From an optimization exercise on the open Yosys and OpenROAD flow, aimed at small area; shortcuts taken in it are not production practice.
In this exercise RTL edits were held to simulation tests only and were not proved equivalent to the original.
Power figures rest on the tool's default switching activity, not on a simulated workload.

==> config.mk <==
export PLATFORM = sky130hd
export DESIGN_NAME = connect4_core
export DESIGN_NICKNAME = connect4_core
export VERILOG_FILES = /design/flow/design.v
export SDC_FILE = /design/flow/constraint.sdc
export NUM_CORES = 4
export LEC_CHECK = 0
export ABC_AREA = 1
export CAP_MARGIN = 20
export CORE_MARGIN = 2
export CORE_UTILIZATION = 40
export SLEW_MARGIN = 20
==> constraint.sdc <==
create_clock -name core_clock -period 10.0 [get_ports {Clk}]
set_input_delay 2.0000 -clock core_clock [delete_from_list [all_inputs] [get_ports {Clk}]]
set_output_delay 2.0000 -clock core_clock [all_outputs]
set_load 0.01 [all_outputs]
==> design.v <==
`timescale 1ns / 1ps
module connect_four (
        Clk, Reset,
        Left1, Right1, Drop1, Start1,
        Left2, Right2, Drop2, Start2,
        board, colors, selected_col, player, game_over, winner,
        start_state, end_state
    );
    input Clk, Reset;
    input Left1, Right1, Drop1, Start1;
    input Left2, Right2, Drop2, Start2;
    output [41:0] board, colors;
    output [2:0] selected_col;
    output player, game_over;
    output [1:0] winner;
    output start_state, end_state;
    reg [41:0] colors;
    reg [2:0] selected_col;
    reg player;
    reg win;                 
    reg [20:0] col_depth;    
    reg [2:0] state;
    localparam
        INITIAL    = 3'b000,
        START      = 3'b001,
        MOVE       = 3'b010,    
        CHECK_MOVE = 3'b011,
        CHECK_C4   = 3'b110,
        END        = 3'b100;
    wire s_init  = (state == INITIAL);
    wire s_move  = (state == MOVE);
    wire s_cm    = (state == CHECK_MOVE);
    wire s_c4    = (state == CHECK_C4);
    assign start_state = (state == START);
    assign end_state   = (state == END);
    assign game_over   = end_state | s_init;
    assign winner      = {win & player, win & ~player};
    genvar gr, gc;
    generate
        for (gc = 0; gc < 7; gc = gc + 1) begin : COLS
            wire [2:0] d = col_depth[3*gc +: 3];
            for (gr = 0; gr < 6; gr = gr + 1) begin : ROWS
                assign board[7*gr+gc] = (d > gr);
            end
        end
    endgenerate
    wire [6:0] full = board[41:35];
    wire sel_full = full[selected_col];
    wire L = player ? Left2  : Left1;
    wire R = player ? Right2 : Right1;
    wire D = player ? Drop2  : Drop1;
    wire [41:0] p = player ? colors : (board & ~colors);
    reg four;
    integer i, j;
    always @* begin
        four = 1'b0;
        for (i = 0; i < 7; i = i + 1)
            for (j = 0; j < 3; j = j + 1)
                if (p[7*j+i] & p[7*(j+1)+i] & p[7*(j+2)+i] & p[7*(j+3)+i]) four = 1'b1;
        for (i = 0; i < 6; i = i + 1)
            for (j = 0; j < 4; j = j + 1)
                if (p[7*i+j] & p[7*i+j+1] & p[7*i+j+2] & p[7*i+j+3]) four = 1'b1;
        for (i = 0; i < 4; i = i + 1)
            for (j = 0; j < 3; j = j + 1)
                if (p[7*j+i] & p[7*(j+1)+i+1] & p[7*(j+2)+i+2] & p[7*(j+3)+i+3]) four = 1'b1;
        for (i = 0; i < 4; i = i + 1)
            for (j = 3; j < 6; j = j + 1)
                if (p[7*j+i] & p[7*(j-1)+i+1] & p[7*(j-2)+i+2] & p[7*(j-3)+i+3]) four = 1'b1;
    end
    wire draw = &full;
    always @(posedge Clk, posedge Reset) begin
        if (Reset)
            state <= INITIAL;
        else case (state)
            INITIAL:    state <= START;
            START:      if (Start1 | Drop1) state <= MOVE;
            MOVE:       if (D) state <= CHECK_MOVE;
            CHECK_MOVE: state <= sel_full ? MOVE : CHECK_C4;
            CHECK_C4:   state <= (four | draw) ? END : MOVE;
            END:        if (Start1 | Start2) state <= INITIAL;
            default:    state <= state;
        endcase
    end
    always @(posedge Clk) begin
        if (s_init) begin
            player <= 1'b0;
            win <= 1'b0;
        end else if (s_c4) begin
            if (four) win <= 1'b1;
            else if (!draw) player <= ~player;
        end
    end
    always @(posedge Clk) begin
        if (s_init || (s_c4 && !four && !draw))
            selected_col <= 3'd3;
        else if (s_move && !D) begin
            if (L & !R & (selected_col != 3'd0))
                selected_col <= selected_col - 1'b1;
            if (R & !L & (selected_col != 3'd6))
                selected_col <= selected_col + 1'b1;
        end
    end
    generate
        for (gc = 0; gc < 7; gc = gc + 1) begin : UPD
            wire place = s_cm & (selected_col == gc);
            wire [2:0] d = col_depth[3*gc +: 3];
            always @(posedge Clk) begin
                if (s_init)
                    col_depth[3*gc +: 3] <= 3'd0;
                else if (place & !full[gc])
                    col_depth[3*gc +: 3] <= d + 1'b1;
            end
            for (gr = 0; gr < 6; gr = gr + 1) begin : CUPD
                always @(posedge Clk) begin
                    if (s_init)
                        colors[7*gr+gc] <= 1'b0;
                    else if (place & player & (d == gr))
                        colors[7*gr+gc] <= 1'b1;
                end
            end
        end
    endgenerate
endmodule
`timescale 1ns / 1ps
module hvsync_generator(clk, reset, vga_h_sync, vga_v_sync, inDisplayArea, CounterX, CounterY);
    input clk;
    input reset;
    output vga_h_sync, vga_v_sync;
    output inDisplayArea;
    output [9:0] CounterX;
    output [9:0] CounterY;
    reg [9:0] CounterX;
    reg [9:0] CounterY;
    reg vga_HS, vga_VS;
    reg inDisplayArea;
    wire x_end = CounterX[9] & CounterX[8] & CounterX[5];    
    wire y_end = CounterY[9] & CounterY[3] & CounterY[0];    
    always @(posedge clk) begin
        if (reset | x_end)
            CounterX <= 10'd0;
        else
            CounterX <= CounterX + 1'b1;
    end
    always @(posedge clk) begin
        if (reset | y_end)
            CounterY <= 10'd0;
        else if (x_end)
            CounterY <= CounterY + 1'b1;
    end
    always @(posedge clk) begin
        vga_HS <= (CounterX > 10'd655) && (CounterX < 10'd752);
        vga_VS <= (CounterY == 10'd490) || (CounterY == 10'd491);
    end
    always @(posedge clk)
        if (reset)
            inDisplayArea <= 1'b0;
        else
            inDisplayArea <= (CounterX < 10'd640) && (CounterY < 10'd480);
    assign vga_h_sync = ~vga_HS;
    assign vga_v_sync = ~vga_VS;
endmodule
`timescale 1ns / 1ps
module vga_display (
        Clk, Reset,
        VGA_Hsync, VGA_Vsync,
        VGA_Red0, VGA_Green0, VGA_Blue0,
        VGA_Red1, VGA_Green1, VGA_Blue1,
        VGA_Red2, VGA_Green2,
        board, colors, selected_col,
        player, game_over, winner,
        start_state, end_state
    );
    input Clk, Reset;
    input [41:0] board;
    input [41:0] colors;
    input [2:0] selected_col;
    input player, game_over, start_state, end_state;
    input [1:0] winner;
    output VGA_Hsync, VGA_Vsync;
    output VGA_Red0, VGA_Green0, VGA_Blue0;
    output VGA_Red1, VGA_Green1, VGA_Blue1;
    output VGA_Red2, VGA_Green2;
    wire inDisplayArea;
    wire [9:0] X, Y;
    hvsync_generator syncgen(
        .clk(Clk), .reset(Reset),
        .vga_h_sync(VGA_Hsync), .vga_v_sync(VGA_Vsync),
        .inDisplayArea(inDisplayArea),
        .CounterX(X), .CounterY(Y)
    );
    reg xin, yin;
    reg [2:0] xc, yr;
    always @* begin
        xin = 1'b1; xc = 3'd0;
        if      (X>=10'd98  && X<=10'd152) xc = 3'd0;
        else if (X>=10'd163 && X<=10'd217) xc = 3'd1;
        else if (X>=10'd228 && X<=10'd282) xc = 3'd2;
        else if (X>=10'd293 && X<=10'd347) xc = 3'd3;
        else if (X>=10'd358 && X<=10'd412) xc = 3'd4;
        else if (X>=10'd423 && X<=10'd477) xc = 3'd5;
        else if (X>=10'd488 && X<=10'd542) xc = 3'd6;
        else xin = 1'b0;
        yin = 1'b1; yr = 3'd0;
        if      (Y>=10'd415 && Y<=10'd469) yr = 3'd0;
        else if (Y>=10'd350 && Y<=10'd404) yr = 3'd1;
        else if (Y>=10'd285 && Y<=10'd339) yr = 3'd2;
        else if (Y>=10'd220 && Y<=10'd274) yr = 3'd3;
        else if (Y>=10'd155 && Y<=10'd209) yr = 3'd4;
        else if (Y>=10'd90  && Y<=10'd144) yr = 3'd5;
        else yin = 1'b0;
    end
    wire [5:0] cidx = 7*yr + xc;
    wire occ = board[cidx];
    wire blk = colors[cidx];
    reg [3:0] gy;
    reg gin;
    always @* begin
        gin = 1'b1; gy = 4'd0;
        case (Y)
            25, 26, 27: gy = 4'd0;
            28, 29, 30: gy = 4'd1;
            31, 32, 33: gy = 4'd2;
            34, 35, 36: gy = 4'd3;
            37, 38, 39: gy = 4'd4;
            40, 41, 42: gy = 4'd5;
            43, 44, 45: gy = 4'd6;
            46, 47, 48: gy = 4'd7;
            49, 50, 51: gy = 4'd8;
            52, 53, 54: gy = 4'd9;
            default: gin = 1'b0;
        endcase
    end
    reg g_start;
    always @* begin
        g_start = 1'b0;
        case (gy)
            4'd0: g_start = (X>=10'd184 && X<=10'd204) || (X>=10'd211 && X<=10'd231) || (X>=10'd241 && X<=10'd261) || (X>=10'd269 && X<=10'd283) || (X>=10'd296 && X<=10'd310) || (X>=10'd330 && X<=10'd344) || (X>=10'd351 && X<=10'd374) || (X>=10'd384 && X<=10'd389) || (X>=10'd402 && X<=10'd422) || (X>=10'd429 && X<=10'd452);
            4'd1: g_start = (X>=10'd184 && X<=10'd189) || (X>=10'd202 && X<=10'd207) || (X>=10'd211 && X<=10'd216) || (X>=10'd229 && X<=10'd234) || (X>=10'd241 && X<=10'd246) || (X>=10'd266 && X<=10'd271) || (X>=10'd281 && X<=10'd286) || (X>=10'd293 && X<=10'd298) || (X>=10'd308 && X<=10'd313) || (X>=10'd327 && X<=10'd332) || (X>=10'd342 && X<=10'd347) || (X>=10'd360 && X<=10'd365) || (X>=10'd384 && X<=10'd389) || (X>=10'd402 && X<=10'd407) || (X>=10'd420 && X<=10'd425) || (X>=10'd438 && X<=10'd443);
            4'd2: g_start = (X>=10'd184 && X<=10'd189) || (X>=10'd202 && X<=10'd207) || (X>=10'd211 && X<=10'd216) || (X>=10'd229 && X<=10'd234) || (X>=10'd241 && X<=10'd246) || (X>=10'd266 && X<=10'd271) || (X>=10'd281 && X<=10'd286) || (X>=10'd293 && X<=10'd298) || (X>=10'd308 && X<=10'd313) || (X>=10'd327 && X<=10'd332) || (X>=10'd342 && X<=10'd347) || (X>=10'd360 && X<=10'd365) || (X>=10'd381 && X<=10'd392) || (X>=10'd402 && X<=10'd407) || (X>=10'd420 && X<=10'd425) || (X>=10'd438 && X<=10'd443);
            4'd3: g_start = (X>=10'd184 && X<=10'd189) || (X>=10'd202 && X<=10'd207) || (X>=10'd211 && X<=10'd216) || (X>=10'd229 && X<=10'd234) || (X>=10'd241 && X<=10'd246) || (X>=10'd266 && X<=10'd271) || (X>=10'd293 && X<=10'd298) || (X>=10'd327 && X<=10'd332) || (X>=10'd360 && X<=10'd365) || (X>=10'd381 && X<=10'd392) || (X>=10'd402 && X<=10'd407) || (X>=10'd420 && X<=10'd425) || (X>=10'd438 && X<=10'd443);
            4'd4: g_start = (X>=10'd184 && X<=10'd189) || (X>=10'd202 && X<=10'd207) || (X>=10'd211 && X<=10'd216) || (X>=10'd229 && X<=10'd234) || (X>=10'd241 && X<=10'd258) || (X>=10'd269 && X<=10'd277) || (X>=10'd296 && X<=10'd304) || (X>=10'd330 && X<=10'd338) || (X>=10'd360 && X<=10'd365) || (X>=10'd381 && X<=10'd383) || (X>=10'd390 && X<=10'd392) || (X>=10'd402 && X<=10'd407) || (X>=10'd420 && X<=10'd425) || (X>=10'd438 && X<=10'd443);
            4'd5: g_start = (X>=10'd184 && X<=10'd204) || (X>=10'd211 && X<=10'd231) || (X>=10'd241 && X<=10'd246) || (X>=10'd275 && X<=10'd283) || (X>=10'd302 && X<=10'd310) || (X>=10'd336 && X<=10'd344) || (X>=10'd360 && X<=10'd365) || (X>=10'd378 && X<=10'd383) || (X>=10'd390 && X<=10'd395) || (X>=10'd402 && X<=10'd422) || (X>=10'd438 && X<=10'd443);
            4'd6: g_start = (X>=10'd184 && X<=10'd189) || (X>=10'd211 && X<=10'd216) || (X>=10'd229 && X<=10'd234) || (X>=10'd241 && X<=10'd246) || (X>=10'd281 && X<=10'd286) || (X>=10'd308 && X<=10'd313) || (X>=10'd342 && X<=10'd347) || (X>=10'd360 && X<=10'd365) || (X>=10'd378 && X<=10'd383) || (X>=10'd390 && X<=10'd395) || (X>=10'd402 && X<=10'd407) || (X>=10'd420 && X<=10'd425) || (X>=10'd438 && X<=10'd443);
            4'd7: g_start = (X>=10'd184 && X<=10'd189) || (X>=10'd211 && X<=10'd216) || (X>=10'd229 && X<=10'd234) || (X>=10'd241 && X<=10'd246) || (X>=10'd266 && X<=10'd271) || (X>=10'd281 && X<=10'd286) || (X>=10'd293 && X<=10'd298) || (X>=10'd308 && X<=10'd313) || (X>=10'd327 && X<=10'd332) || (X>=10'd342 && X<=10'd347) || (X>=10'd360 && X<=10'd365) || (X>=10'd378 && X<=10'd395) || (X>=10'd402 && X<=10'd407) || (X>=10'd420 && X<=10'd425) || (X>=10'd438 && X<=10'd443);
            4'd8: g_start = (X>=10'd184 && X<=10'd189) || (X>=10'd211 && X<=10'd216) || (X>=10'd229 && X<=10'd234) || (X>=10'd241 && X<=10'd246) || (X>=10'd266 && X<=10'd271) || (X>=10'd281 && X<=10'd286) || (X>=10'd293 && X<=10'd298) || (X>=10'd308 && X<=10'd313) || (X>=10'd327 && X<=10'd332) || (X>=10'd342 && X<=10'd347) || (X>=10'd360 && X<=10'd365) || (X>=10'd375 && X<=10'd380) || (X>=10'd393 && X<=10'd398) || (X>=10'd402 && X<=10'd407) || (X>=10'd420 && X<=10'd425) || (X>=10'd438 && X<=10'd443);
            4'd9: g_start = (X>=10'd184 && X<=10'd189) || (X>=10'd211 && X<=10'd216) || (X>=10'd232 && X<=10'd237) || (X>=10'd241 && X<=10'd261) || (X>=10'd269 && X<=10'd283) || (X>=10'd296 && X<=10'd310) || (X>=10'd330 && X<=10'd344) || (X>=10'd360 && X<=10'd365) || (X>=10'd375 && X<=10'd380) || (X>=10'd393 && X<=10'd398) || (X>=10'd402 && X<=10'd407) || (X>=10'd423 && X<=10'd428) || (X>=10'd438 && X<=10'd443);
            default: g_start = 1'b0;
        endcase
    end
    reg g_draw;
    always @* begin
        g_draw = 1'b0;
        case (gy)
            4'd0: g_draw = (X>=10'd262 && X<=10'd279) || (X>=10'd290 && X<=10'd310) || (X>=10'd329 && X<=10'd334) || (X>=10'd344 && X<=10'd349) || (X>=10'd362 && X<=10'd367) || (X>=10'd380 && X<=10'd385);
            4'd1: g_draw = (X>=10'd262 && X<=10'd267) || (X>=10'd277 && X<=10'd282) || (X>=10'd290 && X<=10'd295) || (X>=10'd308 && X<=10'd313) || (X>=10'd329 && X<=10'd334) || (X>=10'd344 && X<=10'd349) || (X>=10'd362 && X<=10'd367) || (X>=10'd380 && X<=10'd385);
            4'd2: g_draw = (X>=10'd262 && X<=10'd267) || (X>=10'd280 && X<=10'd285) || (X>=10'd290 && X<=10'd295) || (X>=10'd308 && X<=10'd313) || (X>=10'd326 && X<=10'd337) || (X>=10'd344 && X<=10'd349) || (X>=10'd362 && X<=10'd367) || (X>=10'd380 && X<=10'd385);
            4'd3: g_draw = (X>=10'd262 && X<=10'd267) || (X>=10'd280 && X<=10'd285) || (X>=10'd290 && X<=10'd295) || (X>=10'd308 && X<=10'd313) || (X>=10'd326 && X<=10'd337) || (X>=10'd347 && X<=10'd352) || (X>=10'd359 && X<=10'd370) || (X>=10'd377 && X<=10'd382);
            4'd4: g_draw = (X>=10'd262 && X<=10'd267) || (X>=10'd280 && X<=10'd285) || (X>=10'd290 && X<=10'd295) || (X>=10'd308 && X<=10'd313) || (X>=10'd326 && X<=10'd328) || (X>=10'd335 && X<=10'd337) || (X>=10'd347 && X<=10'd352) || (X>=10'd359 && X<=10'd370) || (X>=10'd377 && X<=10'd382);
            4'd5: g_draw = (X>=10'd262 && X<=10'd267) || (X>=10'd280 && X<=10'd285) || (X>=10'd290 && X<=10'd310) || (X>=10'd323 && X<=10'd328) || (X>=10'd335 && X<=10'd340) || (X>=10'd350 && X<=10'd355) || (X>=10'd359 && X<=10'd361) || (X>=10'd368 && X<=10'd370) || (X>=10'd374 && X<=10'd379);
            4'd6: g_draw = (X>=10'd262 && X<=10'd267) || (X>=10'd280 && X<=10'd285) || (X>=10'd290 && X<=10'd295) || (X>=10'd308 && X<=10'd313) || (X>=10'd323 && X<=10'd328) || (X>=10'd335 && X<=10'd340) || (X>=10'd350 && X<=10'd361) || (X>=10'd368 && X<=10'd379);
            4'd7: g_draw = (X>=10'd262 && X<=10'd267) || (X>=10'd280 && X<=10'd285) || (X>=10'd290 && X<=10'd295) || (X>=10'd308 && X<=10'd313) || (X>=10'd323 && X<=10'd340) || (X>=10'd353 && X<=10'd358) || (X>=10'd371 && X<=10'd376);
            4'd8: g_draw = (X>=10'd262 && X<=10'd267) || (X>=10'd277 && X<=10'd282) || (X>=10'd290 && X<=10'd295) || (X>=10'd308 && X<=10'd313) || (X>=10'd320 && X<=10'd325) || (X>=10'd338 && X<=10'd343) || (X>=10'd353 && X<=10'd358) || (X>=10'd371 && X<=10'd376);
            4'd9: g_draw = (X>=10'd262 && X<=10'd279) || (X>=10'd290 && X<=10'd295) || (X>=10'd311 && X<=10'd316) || (X>=10'd320 && X<=10'd325) || (X>=10'd338 && X<=10'd343) || (X>=10'd353 && X<=10'd358) || (X>=10'd371 && X<=10'd376);
            default: g_draw = 1'b0;
        endcase
    end
    reg g_red;
    always @* begin
        g_red = 1'b0;
        case (gy)
            4'd0: g_red = (X>=10'd229 && X<=10'd249) || (X>=10'd259 && X<=10'd279) || (X>=10'd285 && X<=10'd302) || (X>=10'd332 && X<=10'd337) || (X>=10'd350 && X<=10'd355) || (X>=10'd368 && X<=10'd373) || (X>=10'd377 && X<=10'd382) || (X>=10'd389 && X<=10'd394) || (X>=10'd407 && X<=10'd412) || (X>=10'd421 && X<=10'd435);
            4'd1: g_red = (X>=10'd229 && X<=10'd234) || (X>=10'd247 && X<=10'd252) || (X>=10'd259 && X<=10'd264) || (X>=10'd285 && X<=10'd290) || (X>=10'd300 && X<=10'd305) || (X>=10'd332 && X<=10'd337) || (X>=10'd350 && X<=10'd355) || (X>=10'd368 && X<=10'd373) || (X>=10'd377 && X<=10'd382) || (X>=10'd389 && X<=10'd397) || (X>=10'd407 && X<=10'd412) || (X>=10'd418 && X<=10'd423) || (X>=10'd433 && X<=10'd438);
            4'd2: g_red = (X>=10'd229 && X<=10'd234) || (X>=10'd247 && X<=10'd252) || (X>=10'd259 && X<=10'd264) || (X>=10'd285 && X<=10'd290) || (X>=10'd303 && X<=10'd306) || (X>=10'd332 && X<=10'd337) || (X>=10'd350 && X<=10'd355) || (X>=10'd368 && X<=10'd373) || (X>=10'd377 && X<=10'd382) || (X>=10'd389 && X<=10'd400) || (X>=10'd407 && X<=10'd412) || (X>=10'd418 && X<=10'd423) || (X>=10'd433 && X<=10'd438);
            4'd3: g_red = (X>=10'd229 && X<=10'd234) || (X>=10'd247 && X<=10'd252) || (X>=10'd259 && X<=10'd264) || (X>=10'd285 && X<=10'd290) || (X>=10'd303 && X<=10'd306) || (X>=10'd335 && X<=10'd340) || (X>=10'd347 && X<=10'd358) || (X>=10'd365 && X<=10'd370) || (X>=10'd377 && X<=10'd382) || (X>=10'd389 && X<=10'd400) || (X>=10'd407 && X<=10'd412) || (X>=10'd418 && X<=10'd423);
            4'd4: g_red = (X>=10'd229 && X<=10'd234) || (X>=10'd247 && X<=10'd252) || (X>=10'd259 && X<=10'd276) || (X>=10'd285 && X<=10'd290) || (X>=10'd303 && X<=10'd306) || (X>=10'd335 && X<=10'd340) || (X>=10'd347 && X<=10'd358) || (X>=10'd365 && X<=10'd370) || (X>=10'd377 && X<=10'd382) || (X>=10'd389 && X<=10'd394) || (X>=10'd398 && X<=10'd403) || (X>=10'd407 && X<=10'd412) || (X>=10'd421 && X<=10'd429);
            4'd5: g_red = (X>=10'd229 && X<=10'd249) || (X>=10'd259 && X<=10'd264) || (X>=10'd285 && X<=10'd290) || (X>=10'd303 && X<=10'd306) || (X>=10'd338 && X<=10'd343) || (X>=10'd347 && X<=10'd349) || (X>=10'd356 && X<=10'd358) || (X>=10'd362 && X<=10'd367) || (X>=10'd377 && X<=10'd382) || (X>=10'd389 && X<=10'd394) || (X>=10'd398 && X<=10'd403) || (X>=10'd407 && X<=10'd412) || (X>=10'd427 && X<=10'd435);
            4'd6: g_red = (X>=10'd229 && X<=10'd234) || (X>=10'd247 && X<=10'd252) || (X>=10'd259 && X<=10'd264) || (X>=10'd285 && X<=10'd290) || (X>=10'd303 && X<=10'd306) || (X>=10'd338 && X<=10'd349) || (X>=10'd356 && X<=10'd367) || (X>=10'd377 && X<=10'd382) || (X>=10'd389 && X<=10'd394) || (X>=10'd401 && X<=10'd412) || (X>=10'd433 && X<=10'd438);
            4'd7: g_red = (X>=10'd229 && X<=10'd234) || (X>=10'd247 && X<=10'd252) || (X>=10'd259 && X<=10'd264) || (X>=10'd285 && X<=10'd290) || (X>=10'd303 && X<=10'd306) || (X>=10'd341 && X<=10'd346) || (X>=10'd359 && X<=10'd364) || (X>=10'd377 && X<=10'd382) || (X>=10'd389 && X<=10'd394) || (X>=10'd401 && X<=10'd412) || (X>=10'd418 && X<=10'd423) || (X>=10'd433 && X<=10'd438);
            4'd8: g_red = (X>=10'd229 && X<=10'd234) || (X>=10'd247 && X<=10'd252) || (X>=10'd259 && X<=10'd264) || (X>=10'd285 && X<=10'd290) || (X>=10'd300 && X<=10'd305) || (X>=10'd341 && X<=10'd346) || (X>=10'd359 && X<=10'd364) || (X>=10'd377 && X<=10'd382) || (X>=10'd389 && X<=10'd394) || (X>=10'd404 && X<=10'd412) || (X>=10'd418 && X<=10'd423) || (X>=10'd433 && X<=10'd438);
            4'd9: g_red = (X>=10'd229 && X<=10'd234) || (X>=10'd250 && X<=10'd255) || (X>=10'd259 && X<=10'd279) || (X>=10'd285 && X<=10'd302) || (X>=10'd341 && X<=10'd346) || (X>=10'd359 && X<=10'd364) || (X>=10'd377 && X<=10'd382) || (X>=10'd389 && X<=10'd394) || (X>=10'd407 && X<=10'd412) || (X>=10'd421 && X<=10'd435);
            default: g_red = 1'b0;
        endcase
    end
    reg g_black;
    always @* begin
        g_black = 1'b0;
        case (gy)
            4'd0: g_black = (X>=10'd185 && X<=10'd205) || (X>=10'd213 && X<=10'd218) || (X>=10'd244 && X<=10'd249) || (X>=10'd269 && X<=10'd280) || (X>=10'd288 && X<=10'd293) || (X>=10'd303 && X<=10'd308) || (X>=10'd332 && X<=10'd337) || (X>=10'd350 && X<=10'd355) || (X>=10'd368 && X<=10'd373) || (X>=10'd377 && X<=10'd382) || (X>=10'd389 && X<=10'd394) || (X>=10'd407 && X<=10'd412) || (X>=10'd421 && X<=10'd435);
            4'd1: g_black = (X>=10'd185 && X<=10'd190) || (X>=10'd203 && X<=10'd208) || (X>=10'd213 && X<=10'd218) || (X>=10'd244 && X<=10'd249) || (X>=10'd266 && X<=10'd271) || (X>=10'd278 && X<=10'd283) || (X>=10'd288 && X<=10'd293) || (X>=10'd300 && X<=10'd305) || (X>=10'd332 && X<=10'd337) || (X>=10'd350 && X<=10'd355) || (X>=10'd368 && X<=10'd373) || (X>=10'd377 && X<=10'd382) || (X>=10'd389 && X<=10'd397) || (X>=10'd407 && X<=10'd412) || (X>=10'd418 && X<=10'd423) || (X>=10'd433 && X<=10'd438);
            4'd2: g_black = (X>=10'd185 && X<=10'd190) || (X>=10'd203 && X<=10'd208) || (X>=10'd213 && X<=10'd218) || (X>=10'd241 && X<=10'd252) || (X>=10'd263 && X<=10'd268) || (X>=10'd281 && X<=10'd283) || (X>=10'd288 && X<=10'd293) || (X>=10'd297 && X<=10'd302) || (X>=10'd332 && X<=10'd337) || (X>=10'd350 && X<=10'd355) || (X>=10'd368 && X<=10'd373) || (X>=10'd377 && X<=10'd382) || (X>=10'd389 && X<=10'd400) || (X>=10'd407 && X<=10'd412) || (X>=10'd418 && X<=10'd423) || (X>=10'd433 && X<=10'd438);
            4'd3: g_black = (X>=10'd185 && X<=10'd190) || (X>=10'd203 && X<=10'd208) || (X>=10'd213 && X<=10'd218) || (X>=10'd241 && X<=10'd252) || (X>=10'd263 && X<=10'd268) || (X>=10'd288 && X<=10'd299) || (X>=10'd335 && X<=10'd340) || (X>=10'd347 && X<=10'd358) || (X>=10'd365 && X<=10'd370) || (X>=10'd377 && X<=10'd382) || (X>=10'd389 && X<=10'd400) || (X>=10'd407 && X<=10'd412) || (X>=10'd418 && X<=10'd423);
            4'd4: g_black = (X>=10'd185 && X<=10'd205) || (X>=10'd213 && X<=10'd218) || (X>=10'd241 && X<=10'd243) || (X>=10'd250 && X<=10'd252) || (X>=10'd263 && X<=10'd268) || (X>=10'd288 && X<=10'd296) || (X>=10'd335 && X<=10'd340) || (X>=10'd347 && X<=10'd358) || (X>=10'd365 && X<=10'd370) || (X>=10'd377 && X<=10'd382) || (X>=10'd389 && X<=10'd394) || (X>=10'd398 && X<=10'd403) || (X>=10'd407 && X<=10'd412) || (X>=10'd421 && X<=10'd429);
            4'd5: g_black = (X>=10'd185 && X<=10'd190) || (X>=10'd203 && X<=10'd208) || (X>=10'd213 && X<=10'd218) || (X>=10'd238 && X<=10'd243) || (X>=10'd250 && X<=10'd255) || (X>=10'd263 && X<=10'd268) || (X>=10'd288 && X<=10'd299) || (X>=10'd338 && X<=10'd343) || (X>=10'd347 && X<=10'd349) || (X>=10'd356 && X<=10'd358) || (X>=10'd362 && X<=10'd367) || (X>=10'd377 && X<=10'd382) || (X>=10'd389 && X<=10'd394) || (X>=10'd398 && X<=10'd403) || (X>=10'd407 && X<=10'd412) || (X>=10'd427 && X<=10'd435);
            4'd6: g_black = (X>=10'd185 && X<=10'd190) || (X>=10'd203 && X<=10'd208) || (X>=10'd213 && X<=10'd218) || (X>=10'd238 && X<=10'd243) || (X>=10'd250 && X<=10'd255) || (X>=10'd263 && X<=10'd268) || (X>=10'd288 && X<=10'd293) || (X>=10'd297 && X<=10'd302) || (X>=10'd338 && X<=10'd349) || (X>=10'd356 && X<=10'd367) || (X>=10'd377 && X<=10'd382) || (X>=10'd389 && X<=10'd394) || (X>=10'd401 && X<=10'd412) || (X>=10'd433 && X<=10'd438);
            4'd7: g_black = (X>=10'd185 && X<=10'd190) || (X>=10'd203 && X<=10'd208) || (X>=10'd213 && X<=10'd218) || (X>=10'd238 && X<=10'd255) || (X>=10'd263 && X<=10'd268) || (X>=10'd281 && X<=10'd283) || (X>=10'd288 && X<=10'd293) || (X>=10'd300 && X<=10'd305) || (X>=10'd341 && X<=10'd346) || (X>=10'd359 && X<=10'd364) || (X>=10'd377 && X<=10'd382) || (X>=10'd389 && X<=10'd394) || (X>=10'd401 && X<=10'd412) || (X>=10'd418 && X<=10'd423) || (X>=10'd433 && X<=10'd438);
            4'd8: g_black = (X>=10'd185 && X<=10'd190) || (X>=10'd203 && X<=10'd208) || (X>=10'd213 && X<=10'd218) || (X>=10'd235 && X<=10'd240) || (X>=10'd253 && X<=10'd258) || (X>=10'd266 && X<=10'd271) || (X>=10'd278 && X<=10'd283) || (X>=10'd288 && X<=10'd293) || (X>=10'd303 && X<=10'd308) || (X>=10'd341 && X<=10'd346) || (X>=10'd359 && X<=10'd364) || (X>=10'd377 && X<=10'd382) || (X>=10'd389 && X<=10'd394) || (X>=10'd404 && X<=10'd412) || (X>=10'd418 && X<=10'd423) || (X>=10'd433 && X<=10'd438);
            4'd9: g_black = (X>=10'd185 && X<=10'd205) || (X>=10'd213 && X<=10'd232) || (X>=10'd235 && X<=10'd240) || (X>=10'd253 && X<=10'd258) || (X>=10'd269 && X<=10'd280) || (X>=10'd288 && X<=10'd293) || (X>=10'd306 && X<=10'd311) || (X>=10'd341 && X<=10'd346) || (X>=10'd359 && X<=10'd364) || (X>=10'd377 && X<=10'd382) || (X>=10'd389 && X<=10'd394) || (X>=10'd407 && X<=10'd412) || (X>=10'd421 && X<=10'd435);
            default: g_black = 1'b0;
        endcase
    end
    localparam WHITE = 2'b00, RED = 2'b01, BLACK = 2'b10, YELLOW = 2'b11;
    reg [1:0] color;
    always @* begin
        color = WHITE;
        if (X >= 10'd88 && X <= 10'd551 && Y >= 10'd80)
            color = YELLOW;
        if (xin && yin)
            color = occ ? (blk ? BLACK : RED) : WHITE;
        if (Y >= 10'd13 && Y <= 10'd67) begin
            color = WHITE;
            if (start_state) begin
                if (gin && g_start) color = BLACK;
            end else if (end_state) begin
                case (winner)
                    2'b00: if (gin && g_draw)  color = YELLOW;
                    2'b01: if (gin && g_red)   color = RED;
                    2'b10: if (gin && g_black) color = BLACK;
                    default: ;
                endcase
            end else if (xin && xc == selected_col)
                color = player ? BLACK : RED;
        end
    end
    reg w_r, nb_r, wy_r;
    always @(posedge Clk) begin
        w_r  <= inDisplayArea & (color == WHITE);
        nb_r <= inDisplayArea & (color != BLACK);
        wy_r <= inDisplayArea & (color == WHITE || color == YELLOW);
    end
    assign VGA_Red0 = w_r;
    assign VGA_Green0 = w_r;
    assign VGA_Blue0 = w_r;
    assign VGA_Blue1 = w_r;
    assign VGA_Red1 = nb_r;
    assign VGA_Red2 = nb_r;
    assign VGA_Green1 = wy_r;
    assign VGA_Green2 = wy_r;
endmodule
`timescale 1ns / 1ps
module connect4_core (
        Clk, Reset,
        Left1, Right1, Drop1, Start1,
        Left2, Right2, Drop2, Start2,
        VGA_Red0, VGA_Green0, VGA_Blue0,
        VGA_Red1, VGA_Green1, VGA_Blue1,
        VGA_Red2, VGA_Green2,
        VGA_Hsync, VGA_Vsync,
        Ld6, Ld5, Ld4, Ld3, Ld2, Ld1, Ld0,
        board, colors, selected_col, player, game_over, winner,
        start_state, end_state
    );
    input Clk, Reset;
    input Left1, Right1, Drop1, Start1;
    input Left2, Right2, Drop2, Start2;
    output VGA_Red0, VGA_Green0, VGA_Blue0;
    output VGA_Red1, VGA_Green1, VGA_Blue1;
    output VGA_Red2, VGA_Green2;
    output VGA_Hsync, VGA_Vsync;
    output Ld6, Ld5, Ld4, Ld3, Ld2, Ld1, Ld0;
    output [41:0] board, colors;
    output [2:0] selected_col;
    output player, game_over;
    output [1:0] winner;
    output start_state, end_state;
    connect_four connect_four_mod(
        .Clk(Clk), .Reset(Reset),
        .Left1(Left1), .Right1(Right1), .Drop1(Drop1), .Start1(Start1),
        .Left2(Left2), .Right2(Right2), .Drop2(Drop2), .Start2(Start2),
        .board(board), .colors(colors), .selected_col(selected_col),
        .player(player), .game_over(game_over), .winner(winner),
        .start_state(start_state), .end_state(end_state)
    );
    vga_display vga_display_mod(
        .Clk(Clk), .Reset(Reset),
        .VGA_Hsync(VGA_Hsync), .VGA_Vsync(VGA_Vsync),
        .VGA_Red0(VGA_Red0), .VGA_Green0(VGA_Green0), .VGA_Blue0(VGA_Blue0),
        .VGA_Red1(VGA_Red1), .VGA_Green1(VGA_Green1), .VGA_Blue1(VGA_Blue1),
        .VGA_Red2(VGA_Red2), .VGA_Green2(VGA_Green2),
        .board(board), .colors(colors), .selected_col(selected_col),
        .player(player), .game_over(game_over), .winner(winner),
        .start_state(start_state), .end_state(end_state)
    );
    assign Ld6 = (selected_col == 0);
    assign Ld5 = (selected_col == 1);
    assign Ld4 = (selected_col == 2);
    assign Ld3 = (selected_col == 3);
    assign Ld2 = (selected_col == 4);
    assign Ld1 = (selected_col == 5);
    assign Ld0 = (selected_col == 6);
endmodule
==> run.sh <==
#!/bin/bash
# synth_recipe.tcl (not shown) runs the flow's synth.tcl, then flattens the netlist and writes it again
# the make line also repeats each setting of config.mk as NAME=value (left out here)
make -C /OpenROAD-flow-scripts/flow DESIGN_CONFIG=/design/flow/config.mk WORK_HOME=/design/flow/orfs CLKGATE_MAP_FILE= SYNTH_SCRIPT=/design/flow/synth_recipe.tcl finish
==> metrics.cfg <==
[timing]
finClkSkew_ns = 0.00686
hold_viol_final = 0
rsz0062_at_grt = no
finalSetupTns_ns = 0
relSlewSlack_pct = 21.0
hold_ws_ns = 0.465
slew_violations = 0
fin_crit_ns = 7.23
fin_crit_sh_pct = 72.3
setup_viol = 0
tightest_slew_ns = 1.17
fmax_ghz = 0.138

[floorplanning]
initial_core_util_pct = 40.5
rows = 64
fp.dieW_um = 179
ioPinCount = 120
die_y_um = 179
dieArea_mm2 = 0.0322
core_area_mm2 = 0.0304

[job]
maxCapViolations = 0

[hold_path]
hold_class = flip-flop to flip-flop

[routing]
vias = 16696
wl_per_cell_um = 25.1
wl_mm = 67.4
drc = 0
drtIter0Drc = 2594
antenna_left = 0
vias_per_cell = 6.20
firstDrtPassIters = 6

[critical_path]
slowest_stage = ha_1
end_kind = flip-flop
cp_slowest_stage_delay_ns = 0.80
setup.worst_path.start_class = flip-flop
crit_path_frequent_cell = nand2_1
cp_max_fo = 22
cp.required_ns = 10.30
cp.arrival_ns = 7.53
crit_type = flip-flop to flip-flop

[placement]
dp_cells = 2673
dp_hpwl_mm = 54.2
place_congestion = 1.14
port_buffers = 119
placed_area_mm2 = 0.0137

[cells_and_area]
multiInputGateArea_mm2 = 0.00873
design_area_mm2 = 0.0141
drive_above_1_share_pct = 3.92
regArea_mm2 = 0.00206
nFillCells = 3344
syn_to_final_growth_pct = 14.3
utilization_pct = 46.3
layout.cells.non_filler = 2691
nNetsFinal = 2359

[global_routing]
grt_pass1_vias = 15027
grt_max_degree = 85
antenna_found_initial = 1
grt_pass1_wl_mm = 97.7
grt_remaining_overflow = 0
grtUsageTotal_pct = 40.2

[clock_tree]
cts_sinks = 102
path_clk_slew_ns = 0.08
numCtsBuffers = 9
cts_buffer_depth = 2
clock_latency_ns = 0.39
htreeDepth = 3
hold_buffers = 0
cts.repair.resized = 0
post-cts-setup-buffers = 0
root_buffer = clkbuf_16
tritoncts = done

[yosys]
syn_nets = 2289
synth.top_cell.area_share_pct = 16.5
synth-seq-area-share_pct = 16.7
avgSynthCellArea_um2 = 5.55
ys.flop_type = dfxtp_1
ys_types = 60
async_flop_share_pct = 2.94
synth_top_cell_by_area = nand2_1
synth_seq_cells = 102
synth.area.top_cells = nand2_1, dfxtp_1, nand3_1
yosysMostFrequentCell = nand2_1
synthTopCellsByCount = nand2_1, inv_1, nor2_1
synthCells = 2219
syn_area_mm2 = 0.0123
yosys_warnings = 3
synth-edff-count = 0

[run_status]
status = timing/DRC/antenna clean

[power_and_ir_drop]
ir_worst_vdd_v = 0.000146
cellPowerDensity_mw_per_mm2 = 125
leakagePower_nw = 6.24

worst max-delay path: cells and delay by family (launching register included):
family,cells,cell delay (ns)
AO/OA/AOI/OAI,5,1.06
adder cells (fa/ha/maj),4,2.09
buffers and inverters,8,2.34
flip-flops,1,0.32
AND/OR/NAND/NOR,12,1.31
cells by family after synthesis:
| logic type | synth area share, % |
|---|---|
| simple gates | 40.0 |
| compound gates | 23.7 |
| buf+inv | 12.5 |
| flops | 16.7 |
| fa+ha+maj | 6.34 |
| xor+xnor | 0.569 |
| mux | 0.244 |
layer usage:
layer  up-vias  routed length (µm)  global-route usage [%]
met5         -                   0                   0.741
met1      7606               27100                    54.2
li1       7501                   -                       -
met3       282               10900                    18.1
met4         0                3890                    19.4
met2      1307               25500                    53.8
per-stage QoR:
| stage | power [mW] | setup WS [ns] |
|---|---|---|
| 4_1_cts | 1.73 | 3.23 |
| 3_3_place_gp | 1.32 | 3.49 |
| 2_1_floorplan | 0.963 | 5.04 |
| 6_report | 1.76 | 2.77 |
| 3_5_place_dp | 1.33 | 3.27 |
| 5_1_grt | 1.85 | 2.43 |
sequential cells by signal (all words and copies together) (netlist names), 3 cells and up, named ones only:
name and count:
connect_four_mod.col_depth 21, connect_four_mod.colors 42, connect_four_mod.selected_col 3, connect_four_mod.state 3, vga_display_mod.syncgen.CounterX 10, vga_display_mod.syncgen.CounterY 10
path summary, 6_finish.rpt:
| kind | start | to | slack (ns) | depth (start not counted) |
|---|---|---|---|---|
| worst max-delay path | vga_display_mod.syncgen.CounterX[1]$_SDFF_PP0_ | vga_display_mod.wy_r$_DFF_P_ | 2.77 | 29 |
| worst min-delay path | vga_display_mod.syncgen.inDisplayArea$_SDFF_PP0_ | vga_display_mod.nb_r$_DFF_P_ | 0.47 | 2 |
| worst max register to register | vga_display_mod.syncgen.CounterX[1]$_SDFF_PP0_ | vga_display_mod.wy_r$_DFF_P_ | 2.77 | 29 |
| worst min register to register | vga_display_mod.syncgen.inDisplayArea$_SDFF_PP0_ | vga_display_mod.nb_r$_DFF_P_ | 0.47 | 2 |
| max in group asynchronous | Reset | connect_four_mod.state[1]$_DFFE_PP0P_ | 7.92 | 2 |
| min in group asynchronous | Reset | connect_four_mod.state[0]$_DFFE_PP0P_ | 1.89 | 2 |
power breakdown:
part | internal (mW) | switching, mW
sequential | 0.452 | 0.0673
clock | 0.202 | 0.197
combinational | 0.285 | 0.559
layout make-up:
class	count	area share, %
Clock inverter	7	0.702
Sequential cell	102	14.6
Inverter	312	8.34
Tap cell	396	3.52
Timing Repair Buffer	130	9.19
Clock buffer	9	1.60
Antenna cell	1	0.0178
Multi-Input combinational cell	1734	62.0
placed cells by master, fill, tap and decap left out, types with 4 or more instances in the layout:
cell type,instances
nand2_1,542
inv_1,287
nor2_1,261
nand3_1,226
o21ai_0,200
a21oi_1,172
clkdlybuf4s50_1,119
dfxtp_1,99
ha_1,56
nor3_1,38
o211ai_1,32
nand4_1,30
o21ai_1,25
inv_2,14
nor2_2,12
o31ai_1,12
nor2_4,11
clkinv_1,10
a31oi_1,10
buf_4,10
o2111ai_1,9
nand2_2,9
clkbuf_16,9
a211oi_1,7
o22ai_1,7
nor4_1,6
o221ai_1,5
o21a_1,5
a32o_1,4
xor2_1,4
xnor2_1,4
o311ai_0,4
fa_1,4

re-timing with driven ports:
No port has a modelled driver above. Below, the same layout with a new extraction and two added sets of constraints. Step 1: set_driving_cell puts a clkbuf_16 on Clk and a buf_2 on each other input, an assumption about the parent block. Step 2 times the ports against the registers' clock, not the clock port: input delays grow and output delays shrink by t, the midpoint of the rising clock arrivals with the driver on. a / b / c = no drivers / after step 1 / after step 2; a / b = the first two.
t (ns): 0.441
slack for setup (ns): 2.771 / 2.771 / 2.771
latest minus earliest clock arrival (ns): 0.008 / 0.008
After both steps this run still meets setup and hold. The setup slack of this run moves by 0.000 ns with the drivers and by 0.000 ns with both steps.
